Source: an optimization exercise on an open RTL-to-GDS flow (aim: small area). Production flows keep margins and buffers that such runs may drop. In this exercise RTL edits were held to simulation tests only and were not proved equivalent to the original. No activity file was given, so power comes from the tool's default toggle rates.

$ cat standard.sh
#!/bin/bash
# synth_recipe.tcl (not shown) runs the flow's synth.tcl, then flattens the netlist and writes it again
# the make line also repeats each setting of config.mk as NAME=value (left out here)
make -C /OpenROAD-flow-scripts/flow DESIGN_CONFIG=/design/flow/config.mk WORK_HOME=/design/flow/orfs CLKGATE_MAP_FILE= SYNTH_SCRIPT=/design/flow/synth_recipe.tcl "${@:-finish}"
$ cat config.mk
export PLATFORM = sky130hd
export DESIGN_NAME = esdi_interface
export DESIGN_NICKNAME = esdi_interface
export VERILOG_FILES = /design/flow/design.v
export SDC_FILE = /design/flow/constraint.sdc
export NUM_CORES = 4
export LEC_CHECK = 0
export CAP_MARGIN = 20
export CORE_MARGIN = 2
export CORE_UTILIZATION = 45
export PLACE_DENSITY = 0.6
export SLEW_MARGIN = 20
export SYNTH_HIERARCHICAL = 1
export SYNTH_MINIMUM_KEEP_SIZE = 0
$ cat constraint.sdc
create_clock -name core_clock -period 8.0 [get_ports {clk}]
set_input_delay 1.6000 -clock core_clock [delete_from_list [all_inputs] [get_ports {clk}]]
set_output_delay 1.6000 -clock core_clock [all_outputs]
set_load 0.01 [all_outputs]
$ cat design.v
module fifo (
    input         clk,
    input         clear,
    input         push,
    input  [15:0] din,
    input         pop,
    output [5:0]  used,
    output [15:0] head
);
    reg [15:0] mem [0:62];
    reg [5:0] count;
    assign used = count;
    integer i;
    always @(posedge clk)
    begin
        if (push)
        begin
            mem[0] <= din;
            for (i = 1; i < 63; i = i + 1)
                mem[i] <= mem[i - 1];
        end
    end
    always @(posedge clk)
    begin
        if (clear)
            count <= 0;
        else if (push && !pop)
            count <= count + 1'b1;
        else if (pop && !push)
            count <= count - 1'b1;
    end
    wire [7:0] dlo = 8'd1 << count[2:0];
    wire [7:0] dhi = 8'd1 << count[5:3];
    wire [63:0] sel;
    genvar gi;
    generate for (gi = 0; gi < 64; gi = gi + 1) begin : s
        assign sel[gi] = dhi[gi / 8] & dlo[gi % 8];
    end endgenerate
    wire [15:0] t [0:20];
    generate for (gi = 0; gi < 21; gi = gi + 1) begin : grp
        aoi222 g (.a(mem[3*gi]), .sa(sel[3*gi+1]), .b(mem[3*gi+1]), .sb(sel[3*gi+2]), .c(mem[3*gi+2]), .sc(sel[3*gi+3]), .y(t[gi]));
    end endgenerate
    wire [15:0] u [0:6];
    generate for (gi = 0; gi < 7; gi = gi + 1) begin : grp2
        assign u[gi] = ~(t[3*gi] & t[3*gi+1] & t[3*gi+2]);
    end endgenerate
    assign head = u[0] | u[1] | u[2] | u[3] | u[4] | u[5] | u[6];
endmodule
module aoi222 (input [15:0] a, input sa, input [15:0] b, input sb, input [15:0] c, input sc, output [15:0] y);
    assign y = ~((a & {16{sa}}) | (b & {16{sb}}) | (c & {16{sc}}));
endmodule
module eq32 (
    input  [31:0] a,
    input  [31:0] b,
    output        y
);
    assign y = (a == b);
endmodule
module rinc #(
    parameter W = 32
) (
    input  [W-1:0] a,
    output [W-1:0] y
);
    wire [W:0] c;
    assign c[0] = 1'b1;
    genvar i;
    generate
        for (i = 0; i < W; i = i + 1)
        begin : bit_
            assign y[i] = a[i] ^ c[i];
            assign c[i + 1] = a[i] & c[i];
        end
    endgenerate
endmodule
module esdi_interface (
    input         clk,
    input         resetn,
    input         s_awvalid,
    output        s_awready,
    input  [6:0]  s_awaddr,
    input         s_wvalid,
    output        s_wready,
    input  [31:0] s_wdata,
    output        s_bvalid,
    input         s_bready,
    output [1:0]  s_bresp,
    input         s_arvalid,
    output        s_arready,
    input  [6:0]  s_araddr,
    output        s_rvalid,
    input         s_rready,
    output [31:0] s_rdata,
    output [1:0]  s_rresp,
    output        parallel_tvalid,
    input         parallel_tready,
    output [7:0]  parallel_tdata,
    output        parallel_tlast,
    output        esdi_transfer_req,
    output        esdi_command_data,
    input         esdi_transfer_ack,
    input         esdi_confstat_data,
    input         esdi_index,
    input         esdi_sector,
    output        esdi_read_gate,
    input         esdi_read_clock,
    input         esdi_read_data,
    input         esdi_attention,
    input         esdi_ready,
    input         esdi_command_complete,
    input         esdi_drive_selected,
    output [3:0]  esdi_head_select,
    output [2:0]  esdi_drive_select,
    output        esdi_address_mark_enable
);
    reg        aw_full;
    reg        w_full;
    reg        w_sent;       
    reg        b_pend;       
    reg  [4:0] wa;           
    reg [31:0] wd;
    reg        ar_full;
    reg        r_pend;       
    reg  [4:0] ra;           
    reg [31:0] rd;
    wire w_unm = wa[4] & wa[3];
    wire r_unm = ra[4] & ra[3];
    wire w_both = aw_full & w_full;
    wire w_commit = w_sent & ~b_pend;
    wire r_cap = ar_full & ~r_pend & ~r_unm;
    assign s_awready = ~aw_full;
    assign s_wready = ~w_full;
    assign s_arready = ~ar_full;
    assign s_bvalid = w_unm ? w_both : b_pend;
    assign s_bresp = {2{w_unm}};
    assign s_rvalid = r_unm ? ar_full : r_pend;
    assign s_rresp = {2{r_unm}};
    assign s_rdata = rd;
    wire b_done = s_bvalid & s_bready;
    wire r_done = s_rvalid & s_rready;
    always @(posedge clk)
    begin
        if (!resetn)
        begin
            aw_full <= 0;
            w_full <= 0;
            w_sent <= 0;
            b_pend <= 0;
            ar_full <= 0;
            r_pend <= 0;
        end
        else
        begin
            if (s_awvalid && !aw_full)
                aw_full <= 1;
            if (s_wvalid && !w_full)
                w_full <= 1;
            if (w_both && !w_unm && !w_sent)
                w_sent <= 1;
            if (w_commit)
                b_pend <= 1;
            if (b_done)
            begin
                aw_full <= 0;
                w_full <= 0;
                w_sent <= 0;
                b_pend <= 0;
            end
            if (s_arvalid && !ar_full)
                ar_full <= 1;
            if (r_cap)
                r_pend <= 1;
            if (r_done)
            begin
                ar_full <= 0;
                r_pend <= 0;
            end
        end
    end
    always @(posedge clk)
    begin
        if (s_awvalid && !aw_full)
            wa <= s_awaddr[6:2];
        if (s_wvalid && !w_full)
            wd <= s_wdata;
        if (s_arvalid && !ar_full)
            ra <= s_araddr[6:2];
    end
    wire wc_cmd = w_commit & (wa[4:3] == 2'd0);
    wire wc_st  = w_commit & (wa[4:3] == 2'd1);
    wire wc_rp  = w_commit & (wa[4:3] == 2'd2);
    wire [2:0] widx = wa[2:0];
    wire [31:0] wdr = wd & {32{resetn}};
    localparam DATA_SETUP = 6;
    localparam ACK_TO_NREQ = 6;
    localparam BIT_TIMEOUT = 1000000;
    reg  [2:0] c_state;
    reg        c_reading;
    reg  [4:0] c_bits;
    reg [19:0] c_cycles;
    reg [16:0] c_sr;             
    reg        c_par;            
    reg        c_query;
    reg        c_req;            
    reg        c_cmd;            
    reg        bdo_valid;
    reg [16:0] bdo;
    reg        bdi_valid;
    reg [17:0] bdi;
    reg  [2:0] drive_sel;
    reg  [3:0] head_sel;
    reg  [2:0] ack_s;
    reg  [2:0] csd_s;
    reg  [2:0] cc_s;
    reg  [2:0] att_s;
    reg  [2:0] rdy_s;
    reg  [2:0] dsl_s;
    assign esdi_transfer_req = c_req;
    assign esdi_command_data = c_cmd;
    assign esdi_drive_select = drive_sel;
    assign esdi_head_select = head_sel;
    wire [19:0] c_cycles_inc;
    rinc #(20) inc_c_cycles (.a(c_cycles), .y(c_cycles_inc));
    wire c_cyc0 = (c_cycles == 20'd0);
    wire c_cyc6 = (c_cycles == 20'd6);
    wire c_tmo  = (c_cycles == BIT_TIMEOUT);
    wire rc_bdi = r_cap & (ra == 5'd1);     
    always @(posedge clk)
    begin
        ack_s <= {esdi_transfer_ack, ack_s[2:1]};
        csd_s <= {esdi_confstat_data, csd_s[2:1]};
    end
    always @(posedge clk)
    begin
        if (!resetn)
        begin
            c_req <= 0;
            c_cmd <= 0;
            c_state <= 0;
            bdo_valid <= 0;
            bdi_valid <= 0;
            bdi <= 0;
            cc_s <= 0;
            att_s <= 0;
            rdy_s <= 0;
            dsl_s <= 0;
        end
        else
        begin
            cc_s <= {esdi_command_complete, cc_s[2:1]};
            att_s <= {esdi_attention, att_s[2:1]};
            rdy_s <= {esdi_ready, rdy_s[2:1]};
            dsl_s <= {esdi_drive_selected, dsl_s[2:1]};
            case (c_state)
            3'd0:
            begin
                if (bdo_valid)
                begin
                    bdo_valid <= 0;
                    c_state <= 1;
                end
                c_req <= 0;
                c_cmd <= 0;
            end
            3'd1:
            begin
                if (c_cyc0)
                begin
                    if (!c_reading)
                        c_cmd <= (c_bits == 16) ? c_par : c_sr[16];
                end
                else if (c_cyc6)
                begin
                    c_req <= 1;
                    c_state <= 2;
                end
            end
            3'd2:
            begin
                if (!ack_s[0])
                    c_state <= 3;
                else if (c_tmo)
                begin
                    c_state <= 0;
                    if (c_query)
                    begin
                        bdi_valid <= 1;
                        bdi <= {1'b1, 17'h0};
                    end
                end
            end
            3'd3:
            begin
                if (c_cyc6)
                begin
                    c_req <= 0;
                    c_state <= 4;
                end
            end
            default:
            begin
                if (ack_s[0])
                begin
                    if (c_bits == 17)
                    begin
                        if (c_query && !c_reading)
                            c_state <= 1;
                        else
                            c_state <= 0;
                        if (c_query && c_reading)
                        begin
                            bdi_valid <= 1;
                            bdi <= {1'b0, c_par, c_sr[16:1]};
                        end
                    end
                    else
                        c_state <= 1;
                end
                else if (c_tmo)
                begin
                    c_state <= 0;
                    if (c_query)
                    begin
                        bdi_valid <= 1;
                        bdi <= {1'b1, 17'h0};
                    end
                end
            end
            endcase
            if (wc_cmd)
            begin
                case (widx)
                    3'd1: bdo_valid <= 1;
                    default: ;
                endcase
            end
            if (rc_bdi)
                bdi_valid <= 0;
        end
    end
    always @(posedge clk)
    begin
        if (wc_cmd && widx == 3'd1)
            bdo <= wd[16:0];
        if (!resetn || (wc_cmd && widx == 3'd2))
            drive_sel <= wdr[2:0];
        if (!resetn || (wc_cmd && widx == 3'd3))
            head_sel <= wdr[3:0];
    end
    always @(posedge clk)
    begin
        c_cycles <= c_cycles_inc;
        case (c_state)
        3'd0:
        begin
            if (bdo_valid)
            begin
                c_sr <= {bdo[15:0], 1'b0};
                c_par <= 1;
                c_query <= bdo[16];
                c_reading <= 0;
                c_bits <= 0;
                c_cycles <= 0;
            end
        end
        3'd1:
        begin
            if (c_cyc0)
            begin
                if (!c_reading)
                begin
                    c_sr <= {c_sr[15:0], 1'b0};
                    c_par <= c_par ^ c_sr[16];
                end
                c_bits <= c_bits + 1'b1;
            end
            else if (c_cyc6)
                c_cycles <= 0;
        end
        3'd2:
        begin
            if (!ack_s[0])
            begin
                c_cycles <= 0;
                if (c_reading)
                begin
                    c_sr <= {c_sr[15:0], !csd_s[0]};
                    c_par <= c_par ^ !csd_s[0];
                end
            end
        end
        3'd3:
        begin
            if (c_cyc6)
                c_cycles <= 0;
        end
        default:
        begin
            if (ack_s[0])
            begin
                if (c_bits == 17)
                begin
                    if (c_query && !c_reading)
                    begin
                        c_reading <= 1;
                        c_bits <= 0;
                        c_cycles <= 0;
                        c_par <= 1;
                    end
                end
                else
                    c_cycles <= 0;
            end
        end
        endcase
    end
    reg  [4:0] idx_sh;
    reg  [4:0] sec_sh;
    reg [31:0] st_ctrl;
    reg [31:0] addr_assert;
    reg [31:0] addr_deassert;
    reg [31:0] data_assert;
    reg [31:0] data_deassert;
    reg [31:0] st_cycles;
    reg [15:0] sector_cnt;
    reg [31:0] ame_countdown_n;      
    reg        sector_reached;
    reg [15:0] max_sector_seen;
    reg        task_wr_valid;
    reg [15:0] task_wr_data;
    reg        cur_task_valid;
    reg [15:0] cur_task;
    reg        read_gate;
    reg        ame;
    assign esdi_read_gate = read_gate;
    assign esdi_address_mark_enable = ame;
    wire st_en     = st_ctrl[0];
    wire st_srst   = st_ctrl[1];
    wire st_raa    = st_ctrl[2];
    wire st_rda    = st_ctrl[3];
    wire st_notask = st_ctrl[4];
    wire st_soft   = st_ctrl[5];
    wire f_index  = (idx_sh[1] & idx_sh[2]) | (idx_sh[1] & idx_sh[3]) | (idx_sh[2] & idx_sh[3]);
    wire f_sector = (sec_sh[1] & sec_sh[2]) | (sec_sh[1] & sec_sh[3]) | (sec_sh[2] & sec_sh[3]);
    wire ev_index  = idx_sh[0] & ~f_index;
    wire ev_sector = sec_sh[0] & ~f_sector;
    wire [15:0] next_sector;
    rinc #(16) inc_sector (.a(sector_cnt), .y(next_sector));
    wire [31:0] st_cycles_inc;
    rinc #(32) inc_st_cycles (.a(st_cycles), .y(st_cycles_inc));
    wire [31:0] ame_countdown_n_inc;
    rinc #(32) inc_ame (.a(ame_countdown_n), .y(ame_countdown_n_inc));
    wire ame_zero = &ame_countdown_n;
    wire go = st_notask | sector_reached;
    wire eq_aa, eq_ad, eq_da, eq_dd;
    eq32 cmp_aa (.a(st_cycles), .b(addr_assert), .y(eq_aa));
    eq32 cmp_ad (.a(st_cycles), .b(addr_deassert), .y(eq_ad));
    eq32 cmp_da (.a(st_cycles), .b(data_assert), .y(eq_da));
    eq32 cmp_dd (.a(st_cycles), .b(data_deassert), .y(eq_dd));
    wire  [5:0] tasks_used;
    wire        task_full = &tasks_used;
    wire        task_push = task_wr_valid & ~task_full;
    wire        task_pop  = st_en & ~cur_task_valid & (tasks_used != 6'd0);
    wire [15:0] task_head;
    fifo tasking_fifo (
        .clk    (clk),
        .clear  (!resetn || st_srst),
        .push   (task_push),
        .din    (task_wr_data),
        .pop    (task_pop),
        .used   (tasks_used),
        .head   (task_head)
    );
    always @(posedge clk)
    begin
        if (!resetn)
        begin
            idx_sh <= 5'b11111;
            sec_sh <= 5'b11111;
            read_gate <= 0;
            ame <= 0;
            st_cycles <= 0;
            sector_cnt <= 0;
            task_wr_valid <= 0;
            cur_task_valid <= 0;
        end
        else
        begin
            idx_sh <= {esdi_index, idx_sh[4:2], f_index};
            sec_sh <= {esdi_sector, sec_sh[4:2], f_sector};
            if (!task_full)
                task_wr_valid <= 0;
            if (st_en)
            begin
                if (st_soft && ame_zero)
                    ame <= 1;
                if (task_pop)
                    cur_task_valid <= 1;
                st_cycles <= st_cycles_inc;
                if (ev_index)
                begin
                    st_cycles <= 0;
                    if (!st_soft)
                    begin
                        sector_cnt <= 0;
                        if (cur_task_valid && (cur_task == 0))
                            cur_task_valid <= 0;
                    end
                    else
                        sector_cnt <= 16'hffff;
                end
                if (ev_sector)
                begin
                    st_cycles <= 0;
                    sector_cnt <= next_sector;
                    if (cur_task_valid && (cur_task == next_sector))
                        cur_task_valid <= 0;
                    ame <= 0;
                end
                if (eq_aa && st_raa && go)
                    read_gate <= 1;
                if (eq_ad)
                    read_gate <= 0;
                if (eq_da && st_rda && go)
                    read_gate <= 1;
                if (eq_dd)
                    read_gate <= 0;
            end
            else
            begin
                read_gate <= 0;
                ame <= 0;
            end
            if (st_srst)
            begin
                task_wr_valid <= 0;
                cur_task_valid <= 0;
            end
            if (wc_st)
            begin
                case (widx)
                    3'd6: task_wr_valid <= 1;
                    default: ;
                endcase
            end
        end
    end
    always @(posedge clk)
    begin
        if (st_en)
        begin
            if (!ame_zero)
                ame_countdown_n <= ame_countdown_n_inc;
            if (ev_index && !st_soft)
                sector_reached <= cur_task_valid && (cur_task == 0);
            if (ev_sector)
            begin
                ame_countdown_n <= ~data_deassert;
                sector_reached <= cur_task_valid && (cur_task == next_sector);
            end
        end
        else
        begin
            ame_countdown_n <= 32'hffffffff;
            sector_reached <= 0;
        end
        if (!cur_task_valid)
            cur_task <= task_head;
        if (wc_st && widx == 3'd6)
            task_wr_data <= wd[15:0];
        if (!resetn || (wc_st && widx == 3'd0))
            st_ctrl <= wdr;
        if (!resetn || (wc_st && widx == 3'd2))
            addr_assert <= wdr;
        if (!resetn || (wc_st && widx == 3'd3))
            addr_deassert <= wdr;
        if (!resetn || (wc_st && widx == 3'd4))
            data_assert <= wdr;
        if (!resetn || (wc_st && widx == 3'd5))
            data_deassert <= wdr;
        if (!resetn || (st_en && ev_index))
            max_sector_seen <= sector_cnt | {16{!resetn}};
    end
    reg  [2:0] rdat_s;
    reg  [2:0] rclk_s;
    reg [31:0] rp_ctrl;
    reg  [7:0] clocks_per_bit;
    reg  [2:0] bit_cnt;
    reg        int_clk;
    reg  [7:0] int_cnt;
    reg        new_bit;
    reg        new_bit_valid;
    reg  [7:0] data_in;
    reg [10:0] byte_cnt;
    reg        new_byte_valid;
    reg        new_byte_is_last;
    reg        pend_valid;
    reg        pend_last;
    reg  [7:0] pend_data;
    reg        t_valid;
    reg  [7:0] t_data;
    reg        t_last;
    reg        overflow;
    assign parallel_tvalid = t_valid;
    assign parallel_tdata = t_data;
    assign parallel_tlast = t_last;
    wire rp_en     = rp_ctrl[0];
    wire rp_nogate = rp_ctrl[2];
    wire rp_intclk = rp_ctrl[3];
    wire sample_pulse = rp_intclk ? int_clk : (!rclk_s[0] && rclk_s[1]);
    wire [7:0] int_cnt_inc;
    rinc #(8) inc_int_cnt (.a(int_cnt), .y(int_cnt_inc));
    wire [10:0] byte_cnt_inc;
    rinc #(11) inc_byte_cnt (.a(byte_cnt), .y(byte_cnt_inc));
    wire int_wrap = (clocks_per_bit != 8'd0) && (int_cnt_inc == clocks_per_bit);
    wire take_bit = sample_pulse && (read_gate || rp_nogate);
    wire flush = !read_gate && !rp_nogate && !new_bit_valid;
    wire send = pend_valid && (new_byte_valid || pend_last);
    always @(posedge clk)
    begin
        rdat_s <= {esdi_read_data, rdat_s[2:1]};
        rclk_s <= {esdi_read_clock, rclk_s[2:1]};
        int_clk <= rp_en && int_wrap;
        new_bit_valid <= rp_en && take_bit;
        if (take_bit)
            new_bit <= rdat_s[0];
        new_byte_valid <= rp_en && ((new_bit_valid && (&bit_cnt)) || (flush && bit_cnt != 0));
        new_byte_is_last <= !new_bit_valid;
        if (rp_en && send)
        begin
            t_data <= pend_data;
            t_last <= (&byte_cnt) || pend_last;
        end
        if (rp_en && new_byte_valid)
            pend_data <= data_in;
        if (!resetn || (wc_rp && widx == 3'd0))
            rp_ctrl <= {wdr[31:2], wd[1] | !resetn, wdr[0]};
        if (!resetn || (wc_rp && widx == 3'd1))
            clocks_per_bit <= {wdr[7:3], wd[2] | !resetn, wdr[1:0]};
    end
    always @(posedge clk)
    begin
        if (!resetn)
        begin
            bit_cnt <= 0;
            int_cnt <= 0;
            data_in <= 0;
            byte_cnt <= 0;
            pend_valid <= 0;
            pend_last <= 0;
            t_valid <= 0;
            overflow <= 0;
        end
        else
        begin
            if (parallel_tready)
                t_valid <= 0;
            if (rp_en)
            begin
                if (int_wrap)
                    int_cnt <= 0;
                else
                    int_cnt <= int_cnt_inc;
                if (new_bit_valid)
                begin
                    data_in <= {data_in[6:0], new_bit};
                    bit_cnt <= bit_cnt + 1'b1;
                end
                if (send)
                begin
                    pend_valid <= 0;
                    t_valid <= 1;
                    if (t_valid && !parallel_tready)
                        overflow <= 1;
                    if ((&byte_cnt) || pend_last)
                        byte_cnt <= 0;
                    else
                        byte_cnt <= byte_cnt_inc;
                end
                if (new_byte_valid)
                begin
                    pend_valid <= 1;
                    pend_last <= new_byte_is_last;
                end
                if (flush)
                begin
                    if (bit_cnt != 0)
                        bit_cnt <= 0;
                    else
                        pend_last <= 1;
                end
            end
            if (wc_rp)
            begin
                case (widx)
                    3'd2: overflow <= wd[0];
                    default: ;
                endcase
            end
        end
    end
    reg [31:0] rsel_cmd;
    reg [31:0] rsel_st;
    reg [31:0] rsel_rp;
    always @(*)
    begin
        case (ra[2:0])
            3'd0: rsel_cmd = {30'h0, bdi_valid, bdo_valid};
            3'd1: rsel_cmd = {14'h0, bdi};
            3'd2: rsel_cmd = {29'h0, drive_sel};
            3'd3: rsel_cmd = {28'h0, head_sel};
            default: rsel_cmd = {28'h0, dsl_s[0], cc_s[0], att_s[0], rdy_s[0]};
        endcase
        case (ra[2:0])
            3'd0: rsel_st = st_ctrl;
            3'd1: rsel_st = {30'h0, cur_task_valid, task_wr_valid};
            3'd2: rsel_st = addr_assert;
            3'd3: rsel_st = addr_deassert;
            3'd4: rsel_st = data_assert;
            3'd5: rsel_st = data_deassert;
            3'd6: rsel_st = {26'h0, tasks_used};
            default: rsel_st = {16'h0, max_sector_seen};
        endcase
        if (ra[1])
            rsel_rp = {31'h0, overflow};
        else if (ra[0])
            rsel_rp = {24'h0, clocks_per_bit};
        else
            rsel_rp = rp_ctrl;
    end
    wire r_acc = s_arvalid & ~ar_full;
    wire rs_cmd = r_cap & (ra[4:3] == 2'd0);
    wire rs_st  = r_cap & (ra[4:3] == 2'd1);
    wire rs_rp  = r_cap & (ra[4:3] == 2'd2);
    always @(posedge clk)
    begin
        if (r_acc || r_cap)
            rd <= ({32{rs_cmd}} & rsel_cmd) | ({32{rs_st}} & rsel_st) | ({32{rs_rp}} & rsel_rp);
    end
endmodule
$ cat flow/run.sh
#!/bin/bash
# Layout flow: the standard layout (standard.sh, ORFS) with two changes:
#  - the port buffers are the smallest buffer cell (buf_1) instead of the
#    one ORFS picks; every input and output port still gets its own buffer;
#  - clock tree synthesis clusters up to 25 flip-flops within 100 um per
#    leaf buffer and inserts no dummy loads.
# Each ORFS step writes its own log under orfs/logs/; make's output goes to
# flow_make.log and the DEF export's to flow_def.log.
set -euo pipefail
cd "$(dirname "$0")/.."
export BUFFER_PORTS_ARGS="-buffer_cell sky130_fd_sc_hd__buf_1"
export CTS_ARGS="-sink_clustering_enable -repair_clock_nets -dont_use_dummy_load -sink_clustering_size 25 -sink_clustering_max_diameter 100"
bash standard.sh > flow_make.log 2>&1
test -s out/final.def
==> results of run 1 <==
## power by group
| part | switching (W) | internal, W | leakage [nW] |
|---|---|---|---|
| Sequential | 0.000240 | 0.00935 | 14.7 |
| Clock | 0.00249 | 0.00169 | 0.924 |
| Combinational | 0.000761 | 0.000497 | 6.11 |
| Total | 0.00349 | 0.0115 | 21.7 |
## cells in the mapped netlist, drive strengths merged, types with 12 or more instances
| master | number | area share, % |
|---|---|---|
| a211oi | 21 | 0.26 |
| a21oi | 68 | 0.57 |
| a222oi | 341 | 5.6 |
| a22o | 32 | 0.47 |
| a22oi | 37 | 0.45 |
| and2 | 71 | 0.73 |
| buf | 122 | 1.5 |
| clkbuf | 50 | 0.31 |
| dfxtp | 214 | 7.0 |
| edfxtp | 1397 | 69 |
| ha | 119 | 2.4 |
| inv | 41 | 0.25 |
| mux2 | 41 | 0.76 |
| mux2i | 65 | 1.1 |
| nand2 | 184 | 1.1 |
| nand2b | 48 | 0.49 |
| nand3 | 46 | 0.38 |
| nand4 | 89 | 0.91 |
| nor2 | 196 | 1.2 |
| nor3 | 12 | 0.12 |
| nor4 | 58 | 0.60 |
| o21ai | 38 | 0.31 |
| o22ai | 21 | 0.21 |
| o31ai | 39 | 0.49 |
| xnor2 | 22 | 0.32 |
| xor2 | 145 | 2.1 |
## through the flow
stage | setup TNS [ns] | setup slack, ns | hold WS (ns) | area [µm²]
after floorplan | -7939.15 | -9.79 | 0.310 | 61100
after global placement | 0 | 1.43 | 0.311 | 63400
after detailed placement | 0 | 1.40 | 0.316 | 63400
after CTS | 0 | 1.38 | 0.338 | 65300
after global routing | 0 | 1.04 | 0.342 | 65300
final | 0 | 1.37 | 0.336 | 65300
## cell families (layout without fill, tap and decap cells)
| kind of cell | Yosys count | in the layout | share of synthesized area (%) |
|---|---|---|---|
| flip-flops | 1611 | 1611 | 75.7 |
| multiplexers | 110 | 110 | 1.97 |
| AO/OA/AOI/OAI | 656 | 656 | 9.20 |
| AND/OR/NAND/NOR | 757 | 757 | 6.24 |
| XOR/XNOR | 167 | 167 | 2.39 |
| adder cells (fa/ha/maj) | 122 | 122 | 2.50 |
| buffers and inverters | 213 | 292 | 2.03 |
## per-layer routing
layer	vias to the layer above	GRT usage [%]
met5	-	0
met4	0	5.59
met3	179	3.50
met2	1665	32.5
met1	17500	31.7
li1	14900	-
## final cells by class
cell class,instances,area share [%]
tap,1781,3.41
timing repair buffer,176,1.42
multi-input combinational,1812,21.3
sequential,1611,70.8
inverter,41,0.236
clock buffer,75,2.87
## modules after synthesis (local to each module, per instance), a selection
module | area (µm²) | cells | copies in the design | flip-flops and latches
fifo | 31900 | 1293 | 1 | 1014
esdi_interface | 22500 | 1653 | 1 | 597
eq32 | 347 | 43 | 4 | 0
aoi222 | 188 | 19 | 21 | 0
## worst max path at each step
stage | start | to | cells after the start | slack [ns]
2_1_floorplan | tasking_fifo.count[2] | tasking_fifo.count[4] | 10 | -9.79
3_3_place_gp | ame_countdown_n[0] | ame_countdown_n[31] | 33 | 1.43
3_5_place_dp | ame_countdown_n[0] | ame_countdown_n[31] | 33 | 1.40
4_1_cts | ame_countdown_n[0] | ame_countdown_n[31] | 33 | 1.38
5_1_grt | ame_countdown_n[0] | ame_countdown_n[31] | 33 | 1.04
6_report | ame_countdown_n[0] | ame_countdown_n[31] | 33 | 1.37
## worst max-delay path: cells and delay by family (launching register included)
| kind | cells | cell delay (ns) |
|---|---|---|
| xor gates and xnor gates | 1 | 0.16 |
| AOI/OAI and AO/OA | 1 | 0.23 |
| DFF | 1 | 0.34 |
| and+or+nand+nor | 1 | 0.07 |
| adders and majority gates | 30 | 5.69 |
==> metrics.md, run 1 <==
| Metric | Value |
|---|---|
| Routed wl met2 | `68300 µm` |
| Final core utilization | `48.4%` |
| Hold Path Class | `reg2reg` |
| CTS Buf Count | `between 70 and 80` |
| Placer's final routability congestion estimate | `0.879` |
| Clock Tree Root | `clkbuf_16` |
| Htree depth | `3` |
| Slack of the worst reg-to-reg path | `1.37 ns` |
| P_leak | `between 20 and 25 nW` |
| Die Wd | `373 µm` |
| Final setup viols | `0` |
| Critical path's most frequent cell | `ha_1` |
| Number of flip-flops in the largest register | `1008` |
| Max layer used | `met4` |
| Post-DRT Antenna Nets | `0` |
| Critical path startpoint category | `flip-flop` |
| Slew @ Worst Pin | `between 1 and 1.5 ns` |
| Post-DP HPWL | `96600 µm` |
| Post-CTS Repair Setup Buffers | `0` |
| Most frequent cells in the layout | `edfxtp_1, a222oi_1, dfxtp_1, nand2_1, xor2_1` |
| Hold_sp | `rdat_s[2]` |
| Maxcap violations | `0` |
| Max-slew headroom | `between 20 and 25%` |
| Largest net degree at the start of global routing | `183` |
| Total core area | `roughly 140000 µm²` |
| Clock buffer depth | `3` |
| Largest reg by FF count | `tasking_fifo.mem` |
| Rows | `around 140` |
| Global route overflow | `0` |
| Seq cells post-synth | `1611` |
| Clock net sink count | `1611` |
| Count of cell types in the netlist | `80` |
| Worst Hold Path Cells | `0` |
| Worst r2r dst | `ame_countdown_n[31]` |
| Max stage delay cell, worst path | `dfxtp_1` |
| Overall Global Routing Usage | `21.3%` |
| Type of destination of the critical path | `flip-flop` |
| Die ar. | `139000 µm²` |
| Worst r2r src | `ame_countdown_n[0]` |
| Reg2Reg Depth | `33` |
| Final Hold Viols | `0` |
| Routed wl met3 | `13600 µm` |
| Vias in the first global route | `32300` |
| Fin crit share | `82.8%` |
| CP Class | `reg2reg` |
| Synth async-reset ratio | `0%` |
| Vias/cell | `roughly 6.2` |
| First-pass GRT wire length | `219000 µm` |
| Register area share after synthesis | `75.7%` |
| Net count after synthesis | `approximately 3800` |
| Multi-input gate area | `13900 µm²` |
| CTS-repair resized insts | `0` |
| Crit-path max cell delay | `0.34 ns` |
| Fmax | `151 MHz` |
| RSZ-0062 raised after global routing | `false` |
| Post-synth EDFFs | `1397` |
| Most used flip-flop cell after synthesis | `edfxtp_1` |
| Vias | `34200` |
| Clock Skews | `0.101 ns` |
| Initial antenna violation count | `5` |
| Clock period minus worst slack | `roughly 6.6 ns` |
| Cells after DPL | `approximately 5400` |
| Final Power | `0.0150 W` |
| Nets@finish | `3901` |
| Cells after synthesis | `3636` |
| Routed wire per std cell | `27.4 µm` |
| Critical path arrival | `7.21 ns` |
| Initial core utilization | `45.2%` |
| DRT met1 WL | `65200 µm` |
| Port Buffers | `121` |
| Result of the run | `timing/DRC/antenna clean` |
| PD cells | `230 nW/µm²` |
| Antenna cells | `0` |
| Worst Hold End | `rdat_s[1]` |
| Seq. cell area | `46200 µm²` |
| Commonest non-fill, non-tap cell in the layout | `edfxtp_1` |
| Final WL | `151000 µm` |
| Die Ht | `around 370 µm` |
| VDD IR max | `0.192 mV` |
| CP Max Fanout | `3` |
| Synthesized cell area | `around 61000 µm²` |
| Worst-skew pair later-pin latency | `0.72 ns` |
| DRT iter0 DRCs | `5694` |
| Layout cells sized above 1 | `7.78%` |
| Worst-path clk slew | `approximately 0.11 ns` |
| Syn Area/Cell | `16.8 µm²` |
| CTS tree | `done` |
| Fill cells | `between 10000 and 15000` |
| Area grow syn2layout | `6.92%` |
| Max-slew violation count | `0` |
| DRC Markers | `0` |
| Yosys Warn Count | `10` |
| CTS hold repair buffers | `0` |
| Critical path data required time | `8.59 ns` |
| First-pass DRT Iterations | `10` |
| IO Count | `126` |
| Final cell count without fillers | `5496` |
==> run 2: changes to the inputs <==
==> flow/run.sh (replaced) <==
#!/bin/bash
# Layout flow: the standard layout (standard.sh, ORFS) with two changes:
#  - the port buffers are the smallest buffer cell (buf_1) instead of the
#    one ORFS picks; every input and output port still gets its own buffer;
#  - clock tree synthesis clusters up to 28 flip-flops within 120 um per
#    leaf buffer and inserts no dummy loads.
# Each ORFS step writes its own log under orfs/logs/; make's output goes to
# flow_make.log and the DEF export's to flow_def.log.
set -euo pipefail
cd "$(dirname "$0")/.."
export BUFFER_PORTS_ARGS="-buffer_cell sky130_fd_sc_hd__buf_1"
export CTS_ARGS="-sink_clustering_enable -repair_clock_nets -dont_use_dummy_load -sink_clustering_size 28 -sink_clustering_max_diameter 120"
bash standard.sh > flow_make.log 2>&1
test -s out/final.def
==> run 2 against run 1 <==
Against the previous run: clock skew shrank 0.024 ns; area after synthesis is the same; utilization shrank 0.15 points; critical path depth is the same; global-route usage shrank 0.059 points; largest cell class unchanged.
==> metrics.md, run 2 <==
| Metric | Value |
|---|---|
| IO Count | `126` |
| Yosys Warn Count | `10` |
| First-pass GRT wire length | `~220000 µm` |
| Number of flip-flops in the largest register | `1008` |
| Layout cells sized above 1 | `7.55%` |
| Crit-path max cell delay | `0.34 ns` |
| Hold_sp | `csd_s[1]` |
| Worst Hold End | `csd_s[0]` |
| Adder-cell share of the synthesized area | `2.50%` |
| Most used flip-flop cell after synthesis | `edfxtp_1` |
| Syn Area/Cell | `16.8 µm²` |
| First-pass DRT Iterations | `12` |
| Critical path's most frequent cell | `ha_1` |
| Worst Path Buf+Inv | `0` |
| Initial antenna violation count | `5` |
| Post-CTS Repair Setup Buffers | `0` |
| Slack of the worst reg-to-reg path | `between 1 and 1.5 ns` |
| Critical path startpoint category | `flip-flop` |
| CP Max Fanout | `3` |
| Synth async-reset ratio | `0%` |
| Post-synthesis compound-gate area fraction | `under 10%` |
| CTS Buf Count | `67` |
| Final setup viols | `0` |
| Hold Path Class | `reg2reg` |
| Clock net sink count | `roughly 1600` |
| Worst-skew pair later-pin latency | `0.72 ns` |
| Max stage delay cell, worst path | `dfxtp_1` |
| Vias/cell | `6.23` |
| Clock Skews | `0.0764 ns` |
| Reg2Reg Depth | `33` |
| Largest net degree at the start of global routing | `around 180` |
| Multi-input gate area | `13900 µm²` |
| Synthesized cell area | `61100 µm²` |
| P_leak | `21.6 nW` |
| Seq cells post-synth | `between 1500 and 2000` |
| Die Wd | `between 300 and 400 µm` |
| Net count after synthesis | `3820` |
| Post-DRT Antenna Nets | `0` |
| Fmax | `approximately 150 MHz` |
| Final Hold Viols | `0` |
| Switching share of power | `23.2%` |
| Slew @ Worst Pin | `1.16 ns` |
| Top-count cell post-synth | `edfxtp_1` |
| Global route overflow | `0` |
| PD cells | `227 nW/µm²` |
| Synth area leader | `edfxtp_1` |
| Type of destination of the critical path | `flip-flop` |
| Sequential fraction of design power | `between 60% and 70%` |
| Commonest non-fill, non-tap cell in the layout | `edfxtp_1` |
| Largest reg by FF count | `tasking_fifo.mem` |
| Largest family of logic cells by synthesized area | `compound AO/OA/AOI/OAI gates` |
| RSZ-0062 raised after global routing | `false` |
| Placer's final routability congestion estimate | `0.879` |
| Overall Global Routing Usage | `21.2%` |
| DRT iter0 DRCs | `5658` |
| Clock power frac | `between 20% and 30%` |
| Initial core utilization | `45.2%` |
| Nets@finish | `between 3000 and 4000` |
| Proportion of synthesized area in mux cells | `around 2.0%` |
| Max-slew headroom | `22.6%` |
| Port Buffers | `~120` |
| Total core area | `135000 µm²` |
| Rows | `135` |
| Clock Tree Root | `clkbuf_16` |
| Top cells by count, synth | `edfxtp_1, a222oi_1, dfxtp_1` |
| Fin crit share | `between 80% and 90%` |
| Worst-path clk slew | `roughly 0.11 ns` |
| Routed wire per std cell | `about 27 µm` |
| VDD IR max | `between 0.15 and 0.2 mV` |
| CTS hold repair buffers | `0` |
| Cell family with most CP delay | `adder cells` |
| CTS-repair resized insts | `0` |
| Result of the run | `timing/DRC/antenna clean` |
| Register area share after synthesis | `between 70% and 80%` |
| Clock buffer depth | `3` |
| Final WL | `150000 µm` |
| Maxcap violations | `0` |
| Cells after synthesis | `3636` |
| Setup_tns | `0 ns` |
| Worst Hold Path Cells | `0` |
| DRC Markers | `0` |
| Post-Synth Simple-Gate Area | `~6.2%` |
| Seq. cell area | `46200 µm²` |
| Area grow syn2layout | `6.59%` |
| Worst r2r src | `ame_countdown_n[0]` |
| Internal | `0.0114 W` |
| Worst r2r dst | `ame_countdown_n[31]` |
| Vias | `between 30000 and 40000` |
| Post-DP HPWL | `96600 µm` |
| Htree depth | `3` |
| Final Power | `0.0148 W` |
| Count of cell types in the netlist | `80` |
| Synth Area in XOR/XNOR | `approximately 2.4%` |
| Post-synth EDFFs | `1397` |
| CP Class | `reg2reg` |
| Die Ht | `approximately 370 µm` |
| Clock period minus worst slack | `6.61 ns` |
| Fill cells | `11500` |
| Critical path data required time | `~8.6 ns` |
| Vias in the first global route | `32200` |
| CTS tree | `done` |
| Logic pwr share | `8.5%` |
| Area contributors post-synth | `edfxtp_1, dfxtp_1, a222oi_1` |
| Switching power | `0.00344 W` |
| Share of the synthesized area in the top cell type | `about two thirds` |
| Most frequent cells in the layout | `edfxtp_1, a222oi_1, dfxtp_1, nand2_1, xor2_1` |
| Max-slew violation count | `0` |
| Die ar. | `~140000 µm²` |
| Worst path depth | `33` |
| Hold slack | `~0.33 ns` |
| Critical path arrival | `7.18 ns` |
run 2: cell counts after synthesis:
No cell type changed its count.
run 2: modules after synthesis, one instance, submodules excluded, excerpt:
module          flip-flops and latches  copies in the design  area [µm²]  cells inside
aoi222                               0                    21         188            19
esdi_interface                     597                     1       22500          1653
fifo                              1014                     1       31900          1293
eq32                                 0                     4         347            43
run 2: worst reg2reg max path, delay by kind of cell, from the launching register on:
kind / cells / cell delay, ns
flops: 1 / 0.34
fa+ha+maj: 30 / 5.68
simple gates: 1 / 0.07
xor+xnor: 1 / 0.16
compound gates: 1 / 0.23
run 2: worst max-delay path by stage:
stage | from | end | slack, ns
final | ame_countdown_n[0] | ame_countdown_n[31] | 1.39
after global routing | ame_countdown_n[0] | ame_countdown_n[31] | 1.04
after CTS | ame_countdown_n[0] | ame_countdown_n[31] | 1.38
after detailed placement | ame_countdown_n[0] | ame_countdown_n[31] | 1.40
after global placement | ame_countdown_n[0] | ame_countdown_n[31] | 1.43
after floorplan | tasking_fifo.count[2] | tasking_fifo.count[4] | -9.79
run 2: logic make-up (layout without fill, tap and decap cells):
logic type / after synthesis / in the layout
xor gates and xnor gates: 167 / 167
buffers and inverters: 213 / 284
adders and majority gates: 122 / 122
DFF: 1611 / 1611
and+or+nand+nor: 757 / 757
other: 0 / 1
muxes: 110 / 110
AOI/OAI and AO/OA: 656 / 656
run 2: per-layer routing:
| layer | global-route usage, % | part of all wire [%] |
|---|---|---|
| met5 | 0 | 0.0087 |
| met4 | 5.11 | 2.3 |
| met3 | 3.17 | 9.0 |
| met2 | 32.5 | 45 |
| met1 | 31.9 | 43 |
run 2: final cells by class:
class | count | share of cell area (%)
Multi-Input combinational cell | 1812 | 21.3
Antenna cell | 1 | 0.00384
Timing Repair Buffer | 176 | 1.42
Inverter | 41 | 0.236
Clock buffer | 67 | 2.57
Tap cell | 1781 | 3.42
Sequential cell | 1611 | 71.0
run 2: power by group through the flow:
stage	Combinational [W]	Clock, W	Sequential [W]
2_1_floorplan	0.000867	0	0.00968
3_3_place_gp	0.00124	0	0.00978
3_5_place_dp	0.00125	0	0.00978
4_1_cts	0.00126	0.00409	0.00959
5_1_grt	0.00139	0.00431	0.00962
6_report	0.00126	0.00396	0.00959
run 2: metrics by stage:
| step | util (%) | setup WS (ns) | cells | area (µm²) |
|---|---|---|---|---|
| CTS | 48.2 | 1.38 | 5488 | 65100 |
| floorplan | - | -9.79 | 3636 | 61100 |
| global route | 48.2 | 1.04 | 5488 | 65100 |
| global placement | 47.0 | 1.43 | 5421 | 63400 |
| finish | 48.2 | 1.39 | 5489 | 65100 |
| detailed placement | 47.0 | 1.40 | 5421 | 63400 |
==> run 3: changes to the inputs <==
--- a/design.v
+++ b/design.v
@@ -8,17 +8,19 @@
     output [15:0] head
 );
-    reg [15:0] mem [0:62];
+    reg [16*63-1:0] mem;
     reg [5:0] count;
     assign used = count;
-    integer i;
-    always @(posedge clk)
-    begin
-        if (push)
-        begin
-            mem[0] <= din;
-            for (i = 1; i < 63; i = i + 1)
-                mem[i] <= mem[i - 1];
+    wire push_n = ~push;
+    wire [16*63-1:0] mem_nxt;
+    wire [16*64-1:0] mem_in = {mem, din};
+    genvar gi;
+    generate
+        for (gi = 0; gi < 16*63; gi = gi + 1)
+        begin : keep
+            hold2 h (.q(mem[gi]), .d(mem_in[gi]), .ld(push), .ld_n(push_n), .y(mem_nxt[gi]));
         end
-    end
+    endgenerate
+    always @(posedge clk)
+        mem <= mem_nxt;
     always @(posedge clk)
     begin
@@ -33,5 +35,4 @@
     wire [7:0] dhi = 8'd1 << count[5:3];
     wire [63:0] sel;
-    genvar gi;
     generate for (gi = 0; gi < 64; gi = gi + 1) begin : s
         assign sel[gi] = dhi[gi / 8] & dlo[gi % 8];
@@ -39,5 +40,5 @@
     wire [15:0] t [0:20];
     generate for (gi = 0; gi < 21; gi = gi + 1) begin : grp
-        aoi222 g (.a(mem[3*gi]), .sa(sel[3*gi+1]), .b(mem[3*gi+1]), .sb(sel[3*gi+2]), .c(mem[3*gi+2]), .sc(sel[3*gi+3]), .y(t[gi]));
+        aoi222 g (.a(mem[16*(3*gi) +: 16]), .sa(sel[3*gi+1]), .b(mem[16*(3*gi+1) +: 16]), .sb(sel[3*gi+2]), .c(mem[16*(3*gi+2) +: 16]), .sc(sel[3*gi+3]), .y(t[gi]));
     end endgenerate
     wire [15:0] u [0:6];
@@ -50,4 +51,13 @@
     assign y = ~((a & {16{sa}}) | (b & {16{sb}}) | (c & {16{sc}}));
 endmodule
+module hold2 (
+    input  q,
+    input  d,
+    input  ld,
+    input  ld_n,
+    output y
+);
+    assign y = (q & ld_n) | (d & ld);
+endmodule
 module eq32 (
     input  [31:0] a,
==> run 3 against run 2 <==
Against the previous run: final cell count is 19% higher; utilization is 0.53 points higher; worst setup slack better by 0.13 ns; global-route usage is 1.9 points higher; fmax is 1.9% higher; register-to-register slack better by 0.13 ns; clock skew is 0.017 ns lower; total power is 9.2% lower; cell area is 1.5% lower; sequential power is 9.5% lower; worst hold slack better by 0.010 ns; sequential share of layout area is 15 points lower.
==> metrics.md, run 3 <==
| Metric | Value |
|---|---|
| Post-CTS Repair Setup Buffers | `0` |
| Vias | `41600` |
| Clock period minus worst slack | `around 6.5 ns` |
| CTS tree | `done` |
| Nets@finish | `4952` |
| Post-DP HPWL | `105000 µm` |
| Worst setup path endpoint | `st_cycles[31]` |
| Global route overflow | `0` |
| Max stage delay cell, worst path | `dfxtp_1` |
| Post-DRT Antenna Nets | `0` |
| Synthesized cell area | `around 60000 µm²` |
| Top cells by count, synth | `dfxtp_1, a22o_1, edfxtp_1` |
| Final Power | `0.0134 W` |
| Placer's final routability congestion estimate | `about 0.87` |
| Port Buffers | `between 100 and 150` |
| Critical path startpoint category | `flip-flop` |
| Maxcap violations | `0` |
| Total core area | `132000 µm²` |
| Area of placed instances | `62400 µm²` |
| PD cells | `210 nW/µm²` |
| Critical path data required time | `8.53 ns` |
| Yosys Warn Count | `8` |
| CTS hold repair buffers | `0` |
| Worst Path Buf+Inv | `0` |
| Share of the synthesized area in the top cell type | `40.9%` |
| Most used flip-flop cell after synthesis | `dfxtp_1` |
| CP Max Fanout | `7` |
| Sequential fraction of design power | `between 60% and 70%` |
| Critical path's most frequent cell | `ha_1` |
| Initial core utilization | `45.4%` |
| Hold Path Class | `reg2reg` |
| Most frequent cells in the layout | `dfxtp_1, a22o_1, edfxtp_1, a222oi_1, nand2_1` |
| Cell family with most CP delay | `adder cells` |
| Initial antenna violation count | `4` |
| Htree depth | `3` |
| Net count after synthesis | `4835` |
| Top-count cell post-synth | `dfxtp_1` |
| DRT iter0 DRCs | `approximately 5700` |
| Fmax | `about 150 MHz` |
| Switching power | `0.00310 W` |
| Vias/cell | `6.38` |
| Synth async-reset ratio | `0%` |
| Seq cells post-synth | `1611` |
| Final instance area | `64100 µm²` |
| Slack of the worst reg-to-reg path | `1.52 ns` |
| Area grow syn2layout | `7.28%` |
| Fin crit share | `81.0%` |
| CTS-repair resized insts | `0` |
| Final Hold Viols | `0` |
| Rows | `133` |
| Final setup viols | `0` |
| IO Count | `126` |
| Result of the run | `timing/DRC/antenna clean` |
| CP Class | `reg2reg` |
| Commonest non-fill, non-tap cell in the layout | `dfxtp_1` |
| Clock buffer depth | `3` |
| First-pass GRT wire length | `246000 µm` |
| Die ar. | `roughly 140000 µm²` |
| Critical path arrival | `~7.0 ns` |
| Vias in the first global route | `38700` |
| Worst-path clk slew | `approximately 0.12 ns` |
| Syn Area/Cell | `12.9 µm²` |
| P_leak | `23.8 nW` |
| Fill cells | `11700` |
| Internal | `0.0103 W` |
| Layout cells sized above 1 | `6.11%` |
| Worst r2r dst | `st_cycles[31]` |
| Routed wire per std cell | `25.2 µm` |
| CTS Buf Count | `67` |
| Synth area leader | `dfxtp_1` |
| Worst path depth | `33` |
| Register area share after synthesis | `60.5%` |
| Worst-skew pair later-pin latency | `0.69 ns` |
| Die Ht | `369 µm` |
| Final WL | `164000 µm` |
| Area contributors post-synth | `dfxtp_1, edfxtp_1, a22o_1` |
| Logic pwr share | `6.0%` |
| Clock net sink count | `1611` |
| Count of cell types in the netlist | `76` |
| DRC Markers | `0` |
| Reg2Reg Depth | `33` |
| Cells after synthesis | `4651` |
| Dpl ws | `1.56 ns` |
| Setup_tns | `0 ns` |
| Largest reg by FF count | `tasking_fifo.mem` |
| Slew @ Worst Pin | `1.17 ns` |
| Largest net degree at the start of global routing | `271` |
| First-pass DRT Iterations | `7` |
| Number of flip-flops in the largest register | `1008` |
| Max-slew violation count | `0` |
| Max-slew headroom | `21.9%` |
| Switching share of power | `23.0%` |
| Start point of the critical path | `st_cycles[0]` |
| Clock Tree Root | `clkbuf_16` |
| Type of destination of the critical path | `flip-flop` |
| Clock power frac | `29.5%` |
| Clock Skews | `0.0592 ns` |
| Post-synth EDFFs | `389` |
| VDD IR max | `roughly 0.16 mV` |
| Die Wd | `369 µm` |
| Overall Global Routing Usage | `23.2%` |
| Setup ws final | `approximately 1.5 ns` |
| RSZ-0062 raised after global routing | `false` |
| Worst r2r src | `st_cycles[0]` |
| Crit-path max cell delay | `slightly above 0.4 ns` |
-- run 3: metrics by stage --
| step | util [%] | hold slack (ns) | instances |
|---|---|---|---|
| global placement | 47.4 | 0.311 | 6453 |
| CTS | 48.7 | 0.334 | 6520 |
| finish | 48.7 | 0.336 | 6522 |
| global route | 48.7 | 0.343 | 6522 |
| detailed placement | 47.4 | 0.312 | 6453 |
| floorplan | - | 0.310 | 4651 |
-- run 3: routing by layer --
| layer | global-route usage, % | up-vias | wire (µm) |
|---|---|---|---|
| met4 | 6.62 | 2 | 4510 |
| met5 | 0 | - | 12 |
| li1 | - | 19100 | - |
| met1 | 32.7 | 20900 | 72900 |
| met3 | 2.27 | 199 | 9180 |
| met2 | 37.8 | 1427 | 77600 |
-- run 3: per-module statistics from Yosys, one instance, submodules excluded, excerpt --
module | flip-flops and latches | area (µm²) | times used | cells
aoi222 | 0 | 188 | 21 | 19
hold2 | 0 | 8.76 | 1008 | 1
esdi_interface | 597 | 22400 | 1 | 1659
fifo | 1014 | 21800 | 1 | 1294
eq32 | 0 | 347 | 4 | 43
-- run 3: final cells by class --
type | instances | area, µm² | area share (%)
inverter | 38 | 150 | 0.234
multi-input combinational | 2831 | 22700 | 35.3
timing repair buffer | 219 | 1300 | 2.03
antenna | 1 | 2.50 | 0.00390
tap | 1755 | 2200 | 3.42
sequential | 1611 | 36200 | 56.4
clock buffer | 67 | 1680 | 2.61
-- run 3: worst min path at each step --
stage | start | end | slack [ns] | depth (start not counted)
final | rdat_s[2] | rdat_s[1] | 0.34 | 0
after global routing | rdat_s[2] | rdat_s[1] | 0.34 | 0
after CTS | rdat_s[2] | rdat_s[1] | 0.33 | 0
after detailed placement | rdat_s[1] | rdat_s[0] | 0.31 | 0
after global placement | rdat_s[2] | rdat_s[1] | 0.31 | 0
after floorplan | ack_s[1] | ack_s[0] | 0.31 | 0
-- run 3: cells by family (layout without fill, tap and decap cells) --
family | Yosys count | after routing | share of synthesized area (%)
compound gates | 1666 | 1666 | 24.0
flops | 1611 | 1611 | 60.5
simple gates | 765 | 765 | 6.40
buf+inv | 209 | 324 | 2.06
xor+xnor | 167 | 167 | 2.45
fa+ha+maj | 122 | 122 | 2.56
mux | 111 | 111 | 2.05
other cells | 0 | 1 | 0
-- run 3: worst register-to-register path: cells and delay by family, from the launching register on --
kind | cells | cell delay [ns]
adders and majority gates | 30 | 5.57
DFF | 1 | 0.41
muxes | 1 | 0.17
xor gates and xnor gates | 1 | 0.16
and+or+nand+nor | 1 | 0.05
-- run 3: power by group through the flow --
stage / clock network, W / registers, W / logic, W
2_1_floorplan: 0 / 0.00881 / 0.000544
3_3_place_gp: 0 / 0.00886 / 0.000798
3_5_place_dp: 0 / 0.00887 / 0.000806
4_1_cts: 0.00407 / 0.00868 / 0.000813
5_1_grt: 0.00434 / 0.00870 / 0.000911
6_report: 0.00396 / 0.00868 / 0.000806
==> run 4: changes to the inputs <==
--- a/design.v
+++ b/design.v
@@ -60,4 +60,21 @@
     assign y = (q & ld_n) | (d & ld);
 endmodule
+module holdw #(
+    parameter W = 32
+) (
+    input  [W-1:0] q,
+    input  [W-1:0] d,
+    input          ld,
+    input          ld_n,
+    output [W-1:0] y
+);
+    genvar i;
+    generate
+        for (i = 0; i < W; i = i + 1)
+        begin : bit_
+            hold2 h (.q(q[i]), .d(d[i]), .ld(ld), .ld_n(ld_n), .y(y[i]));
+        end
+    endgenerate
+endmodule
 module eq32 (
     input  [31:0] a,
@@ -188,13 +205,4 @@
         end
     end
-    always @(posedge clk)
-    begin
-        if (s_awvalid && !aw_full)
-            wa <= s_awaddr[6:2];
-        if (s_wvalid && !w_full)
-            wd <= s_wdata;
-        if (s_arvalid && !ar_full)
-            ra <= s_araddr[6:2];
-    end
     wire wc_cmd = w_commit & (wa[4:3] == 2'd0);
     wire wc_st  = w_commit & (wa[4:3] == 2'd1);
@@ -351,10 +359,4 @@
     always @(posedge clk)
     begin
-        if (wc_cmd && widx == 3'd1)
-            bdo <= wd[16:0];
-        if (!resetn || (wc_cmd && widx == 3'd2))
-            drive_sel <= wdr[2:0];
-        if (!resetn || (wc_cmd && widx == 3'd3))
-            head_sel <= wdr[3:0];
     end
     always @(posedge clk)
@@ -575,20 +577,4 @@
             sector_reached <= 0;
         end
-        if (!cur_task_valid)
-            cur_task <= task_head;
-        if (wc_st && widx == 3'd6)
-            task_wr_data <= wd[15:0];
-        if (!resetn || (wc_st && widx == 3'd0))
-            st_ctrl <= wdr;
-        if (!resetn || (wc_st && widx == 3'd2))
-            addr_assert <= wdr;
-        if (!resetn || (wc_st && widx == 3'd3))
-            addr_deassert <= wdr;
-        if (!resetn || (wc_st && widx == 3'd4))
-            data_assert <= wdr;
-        if (!resetn || (wc_st && widx == 3'd5))
-            data_deassert <= wdr;
-        if (!resetn || (st_en && ev_index))
-            max_sector_seen <= sector_cnt | {16{!resetn}};
     end
     reg  [2:0] rdat_s;
@@ -638,14 +624,5 @@
         new_byte_is_last <= !new_bit_valid;
         if (rp_en && send)
-        begin
-            t_data <= pend_data;
             t_last <= (&byte_cnt) || pend_last;
-        end
-        if (rp_en && new_byte_valid)
-            pend_data <= data_in;
-        if (!resetn || (wc_rp && widx == 3'd0))
-            rp_ctrl <= {wdr[31:2], wd[1] | !resetn, wdr[0]};
-        if (!resetn || (wc_rp && widx == 3'd1))
-            clocks_per_bit <= {wdr[7:3], wd[2] | !resetn, wdr[1:0]};
     end
     always @(posedge clk)
@@ -743,8 +720,98 @@
     wire rs_st  = r_cap & (ra[4:3] == 2'd1);
     wire rs_rp  = r_cap & (ra[4:3] == 2'd2);
+    wire [4:0] wa_nxt;
+    wire wa_ld = s_awvalid && !aw_full;
+    holdw #(5) wa_hold (.q(wa), .d(s_awaddr[6:2]), .ld(wa_ld), .ld_n(!wa_ld), .y(wa_nxt));
+    always @(posedge clk)
+        wa <= wa_nxt;
+    wire [31:0] wd_nxt;
+    wire wd_ld = s_wvalid && !w_full;
+    holdw #(32) wd_hold (.q(wd), .d(s_wdata), .ld(wd_ld), .ld_n(!wd_ld), .y(wd_nxt));
+    always @(posedge clk)
+        wd <= wd_nxt;
+    wire [4:0] ra_nxt;
+    wire ra_ld = s_arvalid && !ar_full;
+    holdw #(5) ra_hold (.q(ra), .d(s_araddr[6:2]), .ld(ra_ld), .ld_n(!ra_ld), .y(ra_nxt));
+    always @(posedge clk)
+        ra <= ra_nxt;
+    wire [16:0] bdo_nxt;
+    wire bdo_ld = wc_cmd && widx == 3'd1;
+    holdw #(17) bdo_hold (.q(bdo), .d(wd[16:0]), .ld(bdo_ld), .ld_n(!bdo_ld), .y(bdo_nxt));
+    always @(posedge clk)
+        bdo <= bdo_nxt;
+    wire [2:0] drive_sel_nxt;
+    wire drive_sel_ld = !resetn || (wc_cmd && widx == 3'd2);
+    holdw #(3) drive_sel_hold (.q(drive_sel), .d(wdr[2:0]), .ld(drive_sel_ld), .ld_n(!drive_sel_ld), .y(drive_sel_nxt));
+    always @(posedge clk)
+        drive_sel <= drive_sel_nxt;
+    wire [3:0] head_sel_nxt;
+    wire head_sel_ld = !resetn || (wc_cmd && widx == 3'd3);
+    holdw #(4) head_sel_hold (.q(head_sel), .d(wdr[3:0]), .ld(head_sel_ld), .ld_n(!head_sel_ld), .y(head_sel_nxt));
+    always @(posedge clk)
+        head_sel <= head_sel_nxt;
+    wire [15:0] cur_task_nxt;
+    wire cur_task_ld = !cur_task_valid;
+    holdw #(16) cur_task_hold (.q(cur_task), .d(task_head), .ld(cur_task_ld), .ld_n(!cur_task_ld), .y(cur_task_nxt));
+    always @(posedge clk)
+        cur_task <= cur_task_nxt;
+    wire [15:0] task_wr_data_nxt;
+    wire task_wr_data_ld = wc_st && widx == 3'd6;
+    holdw #(16) task_wr_data_hold (.q(task_wr_data), .d(wd[15:0]), .ld(task_wr_data_ld), .ld_n(!task_wr_data_ld), .y(task_wr_data_nxt));
+    always @(posedge clk)
+        task_wr_data <= task_wr_data_nxt;
+    wire [31:0] st_ctrl_nxt;
+    wire st_ctrl_ld = !resetn || (wc_st && widx == 3'd0);
+    holdw #(32) st_ctrl_hold (.q(st_ctrl), .d(wdr), .ld(st_ctrl_ld), .ld_n(!st_ctrl_ld), .y(st_ctrl_nxt));
+    always @(posedge clk)
+        st_ctrl <= st_ctrl_nxt;
+    wire [31:0] addr_assert_nxt;
+    wire addr_assert_ld = !resetn || (wc_st && widx == 3'd2);
+    holdw #(32) addr_assert_hold (.q(addr_assert), .d(wdr), .ld(addr_assert_ld), .ld_n(!addr_assert_ld), .y(addr_assert_nxt));
+    always @(posedge clk)
+        addr_assert <= addr_assert_nxt;
+    wire [31:0] addr_deassert_nxt;
+    wire addr_deassert_ld = !resetn || (wc_st && widx == 3'd3);
+    holdw #(32) addr_deassert_hold (.q(addr_deassert), .d(wdr), .ld(addr_deassert_ld), .ld_n(!addr_deassert_ld), .y(addr_deassert_nxt));
+    always @(posedge clk)
+        addr_deassert <= addr_deassert_nxt;
+    wire [31:0] data_assert_nxt;
+    wire data_assert_ld = !resetn || (wc_st && widx == 3'd4);
+    holdw #(32) data_assert_hold (.q(data_assert), .d(wdr), .ld(data_assert_ld), .ld_n(!data_assert_ld), .y(data_assert_nxt));
+    always @(posedge clk)
+        data_assert <= data_assert_nxt;
+    wire [31:0] data_deassert_nxt;
+    wire data_deassert_ld = !resetn || (wc_st && widx == 3'd5);
+    holdw #(32) data_deassert_hold (.q(data_deassert), .d(wdr), .ld(data_deassert_ld), .ld_n(!data_deassert_ld), .y(data_deassert_nxt));
+    always @(posedge clk)
+        data_deassert <= data_deassert_nxt;
+    wire [15:0] max_sector_seen_nxt;
+    wire max_sector_seen_ld = !resetn || (st_en && ev_index);
+    holdw #(16) max_sector_seen_hold (.q(max_sector_seen), .d(sector_cnt | {16{!resetn}}), .ld(max_sector_seen_ld), .ld_n(!max_sector_seen_ld), .y(max_sector_seen_nxt));
+    always @(posedge clk)
+        max_sector_seen <= max_sector_seen_nxt;
+    wire [7:0] t_data_nxt;
+    wire t_data_ld = rp_en && send;
+    holdw #(8) t_data_hold (.q(t_data), .d(pend_data), .ld(t_data_ld), .ld_n(!t_data_ld), .y(t_data_nxt));
+    always @(posedge clk)
+        t_data <= t_data_nxt;
+    wire [7:0] pend_data_nxt;
+    wire pend_data_ld = rp_en && new_byte_valid;
+    holdw #(8) pend_data_hold (.q(pend_data), .d(data_in), .ld(pend_data_ld), .ld_n(!pend_data_ld), .y(pend_data_nxt));
+    always @(posedge clk)
+        pend_data <= pend_data_nxt;
+    wire [31:0] rp_ctrl_nxt;
+    wire rp_ctrl_ld = !resetn || (wc_rp && widx == 3'd0);
+    holdw #(32) rp_ctrl_hold (.q(rp_ctrl), .d({wdr[31:2], wd[1] | !resetn, wdr[0]}), .ld(rp_ctrl_ld), .ld_n(!rp_ctrl_ld), .y(rp_ctrl_nxt));
+    always @(posedge clk)
+        rp_ctrl <= rp_ctrl_nxt;
+    wire [7:0] clocks_per_bit_nxt;
+    wire clocks_per_bit_ld = !resetn || (wc_rp && widx == 3'd1);
+    holdw #(8) clocks_per_bit_hold (.q(clocks_per_bit), .d({wdr[7:3], wd[2] | !resetn, wdr[1:0]}), .ld(clocks_per_bit_ld), .ld_n(!clocks_per_bit_ld), .y(clocks_per_bit_nxt));
+    always @(posedge clk)
+        clocks_per_bit <= clocks_per_bit_nxt;
+    wire [31:0] rd_nxt;
+    wire rd_ld = r_acc || r_cap;
+    holdw #(32) rd_hold (.q(rd), .d(({32{rs_cmd}} & rsel_cmd) | ({32{rs_st}} & rsel_st) | ({32{rs_rp}} & rsel_rp)), .ld(rd_ld), .ld_n(!rd_ld), .y(rd_nxt));
     always @(posedge clk)
-    begin
-        if (r_acc || r_cap)
-            rd <= ({32{rs_cmd}} & rsel_cmd) | ({32{rs_st}} & rsel_st) | ({32{rs_rp}} & rsel_rp);
-    end
+        rd <= rd_nxt;
 endmodule
==> run 4 against run 3 <==
Against the previous run: still clean; worst setup slack better by 0.067 ns; non-clock buffer count is 23 higher; clock power hardly changed; largest cell class unchanged; largest power group unchanged.
==> metrics.md, run 4 <==
| Metric | Value |
|---|---|
| Synth area leader | `dfxtp_1` |
| Synth async-reset ratio | `0%` |
| Max-slew violation count | `0` |
| Register area share after synthesis | `54.7%` |
| Type of destination of the critical path | `flip-flop` |
| Synthesized cell area | `59500 µm²` |
| RSZ-0062 raised after global routing | `false` |
| Slew @ Worst Pin | `1.14 ns` |
| Cells after synthesis | `roughly 5000` |
| Worst-path clk slew | `0.11 ns` |
| Overall Global Routing Usage | `24.2%` |
| CTS Buf Count | `67` |
| Most frequent cells in the layout | `dfxtp_1, a22o_1, a222oi_1, nand2_1, nor2_1` |
| Syn Area/Cell | `roughly 12 µm²` |
| P_leak | `about 25 nW` |
| Post-CTS Repair Setup Buffers | `0` |
| GRT met1 Usage | `between 30% and 40%` |
| Met3 GRT Util | `4.77%` |
| Worst Path Buf+Inv | `0` |
| Nets@finish | `5366` |
| Worst r2r dst | `st_cycles[31]` |
| First-pass GRT wire length | `258000 µm` |
| Initial core utilization | `between 40 and 50%` |
| Worst Hold End | `csd_s[0]` |
| Area grow syn2layout | `7.53%` |
| VDD IR max | `0.149 mV` |
| Top-count cell post-synth | `dfxtp_1` |
| Commonest non-fill, non-tap cell in the layout | `dfxtp_1` |
| IO Count | `126` |
| Final setup viols | `0` |
| Critical path data required time | `approximately 8.5 ns` |
| Rows | `133` |
| Number of flip-flops in the largest register | `1008` |
| Yosys Warn Count | `8` |
| Vias/cell | `6.43` |
| Cells after DPL | `6866` |
| Critical path's most frequent cell | `ha_1` |
| CTS hold repair buffers | `0` |
| Area contributors post-synth | `dfxtp_1, a22o_1, a222oi_1` |
| Clock Skews | `0.0526 ns` |
| Worst r2r src | `st_cycles[0]` |
| CP Class | `reg2reg` |
| CTS tree | `done` |
| Fin crit share | `80.2%` |
| Initial antenna violation count | `5` |
| Hold_sp | `csd_s[1]` |
| Area of placed instances | `roughly 62000 µm²` |
| Clock buffer depth | `3` |
| Count of cell types in the netlist | `72` |
| Htree depth | `3` |
| Final Hold Viols | `0` |
| Clock period minus worst slack | `6.42 ns` |
| Dpl ws | `1.61 ns` |
| Seq cells post-synth | `1611` |
| Reg2Reg Depth | `33` |
| Global route overflow | `0` |
| Most used flip-flop cell after synthesis | `dfxtp_1` |
| Largest net degree at the start of global routing | `251` |
| DRC Markers | `0` |
| Crit-path max cell delay | `0.41 ns` |
| Share of the synthesized area in the top cell type | `53.3%` |
| First-pass DRT Iterations | `9` |
| DRT iter0 DRCs | `5744` |
| Final WL | `171000 µm` |
| Vias in the first global route | `40900` |
| Worst Hold Path Cells | `0` |
| Port Buffers | `121` |
| Post-DP HPWL | `roughly 110000 µm` |
| Final instance area | `64000 µm²` |
| Post-DRT Antenna Nets | `0` |
| Clock net sink count | `1611` |
| Maxcap violations | `0` |
| Post-synth EDFFs | `27` |
| Die ar. | `about 140000 µm²` |
| Critical path arrival | `6.94 ns` |
| Clock Tree Root | `clkbuf_16` |
| Hold Path Class | `reg2reg` |
| Final cell count without fillers | `6938` |
| Net count after synthesis | `5227` |
| Layout cells sized above 1 | `5.77%` |
| Max-slew headroom | `23.7%` |
| Die Ht | `368 µm` |
| PD cells | `approximately 220 nW/µm²` |
| Most Used Layer, Global Route | `met1` |
| CP Max Fanout | `7` |
| Setup_tns | `0 ns` |
| Slack of the worst reg-to-reg path | `around 1.6 ns` |
| Top cells by count, synth | `dfxtp_1, a22o_1, a222oi_1` |
| GRT met2 Usage | `34.1%` |
| Fmax | `between 150 and 200 MHz` |
| Placer's final routability congestion estimate | `just over 0.9` |
| Largest reg by FF count | `tasking_fifo.mem` |
| Worst-skew pair later-pin latency | `0.69 ns` |
| Result of the run | `timing/DRC/antenna clean` |
| Die Wd | `roughly 370 µm` |
| Setup ws final | `1.58 ns` |
| Max stage delay cell, worst path | `dfxtp_1` |
| Total core area | `131000 µm²` |
| Routed wire per std cell | `24.7 µm` |
| Hold slack | `0.340 ns` |
| Cell family with most CP delay | `adder cells` |
| CTS-repair resized insts | `0` |
| Critical path startpoint category | `flip-flop` |
| Vias | `44600` |
[run 4: cells by family (layout without fill, tap and decap cells)]
family | count (synthesis) | in the layout | synth area share [%]
multiplexers | 114 | 114 | 2.13
other | 0 | 2 | 0
buffers and inverters | 221 | 358 | 2.09
XOR/XNOR | 163 | 163 | 2.40
adder cells (fa/ha/maj) | 121 | 121 | 2.55
AO/OA/AOI/OAI | 2017 | 2017 | 29.5
AND/OR/NAND/NOR | 797 | 797 | 6.69
flip-flops | 1611 | 1611 | 54.7
[run 4: metal layers]
layer,vias to the layer above,part of all wire (%),wire [µm]
met5,-,0.019,32
met4,4,3.0,5200
met3,241,7.5,12800
met2,1382,42,71500
met1,22200,48,81700
li1,20700,-,-
[run 4: worst max path at each step]
stage	cells after the start	slack (ns)	to	startpoint
after detailed placement	33	1.61	st_cycles[31]	st_cycles[0]
after floorplan	5	-49.15	tasking_fifo.mem[0]	tasking_fifo.count[0]
after global routing	33	1.25	ame_countdown_n[31]	ame_countdown_n[0]
after global placement	33	1.60	st_cycles[31]	st_cycles[0]
after CTS	33	1.58	st_cycles[31]	st_cycles[0]
final	33	1.58	st_cycles[31]	st_cycles[0]
[run 4: worst register-to-register path, delay by kind of cell (launching register included)]
family	cells	cell delay (ns)
simple gates	1	0.05
mux	1	0.16
xor+xnor	1	0.15
fa+ha+maj	30	5.53
flops	1	0.41
[run 4: layout make-up]
class | count | area, µm²
Inverter | 49 | 191
Timing Repair Buffer | 242 | 1490
Antenna cell | 2 | 5.00
Clock buffer | 67 | 1680
Sequential cell | 1611 | 32500
Tap cell | 1755 | 2200
Fill cell | 11900 | 67300
Multi-Input combinational cell | 3212 | 25900
[run 4: power by group]
group	switching [W]	internal, W	leakage, nW	total (W)
Combinational	0.000719	0.000584	11.0	0.00130
Clock	0.00247	0.00152	0.826	0.00399
Sequential	0.000279	0.00829	13.1	0.00857
[run 4: modules after synthesis, one instance, submodules excluded, excerpt]
module	flops+latches	times used	cells
aoi222	0	21	19
eq32	0	4	43
esdi_interface	597	1	1688
fifo	1014	1	1296
hold2	0	1370	1
[run 4: stage by stage]
stage | total power, W | utilization (%)
2_1_floorplan | 0.00958 | -
3_3_place_gp | 0.0100 | 47.4
3_5_place_dp | 0.0100 | 47.4
4_1_cts | 0.0140 | 48.7
5_1_grt | 0.0144 | 48.7
6_report | 0.0139 | 48.7

-- what the ideal ports hide --
Ports are ideal in the flow. The routed layouts listed here were re-timed in OpenROAD.
Step 1: set_driving_cell puts a clkbuf_16 on clk and a buf_2 on each other input, an assumption about the parent block.
Step 2, shift: input delay + t, output delay - t, t = (earliest + latest rising clock arrival at the registers) / 2. This alone moves slack from input paths to output paths.
Three values: ideal, step 1, step 2; two values: the first two.
run	t (ns)	setup WS [ns]	hold slack, ns	slew at the worst register clock pin (ns)	cell pins on the clock port's net
run 1	0.755	1.372 / 1.372 / 1.372	0.336 / 0.336 / 0.336	0.11 / 0.11	1
run 2	0.764	1.392 / 1.392 / 1.392	0.326 / 0.326 / 0.326	0.12 / 0.12	1
run 3	0.734	1.518 / 1.518 / 1.518	0.336 / 0.336 / 0.336	0.12 / 0.12	1
run 4	0.732	1.585 / 1.585 / 1.585	0.340 / 0.340 / 0.340	0.12 / 0.12	1
After both steps every run listed still meets setup and hold.
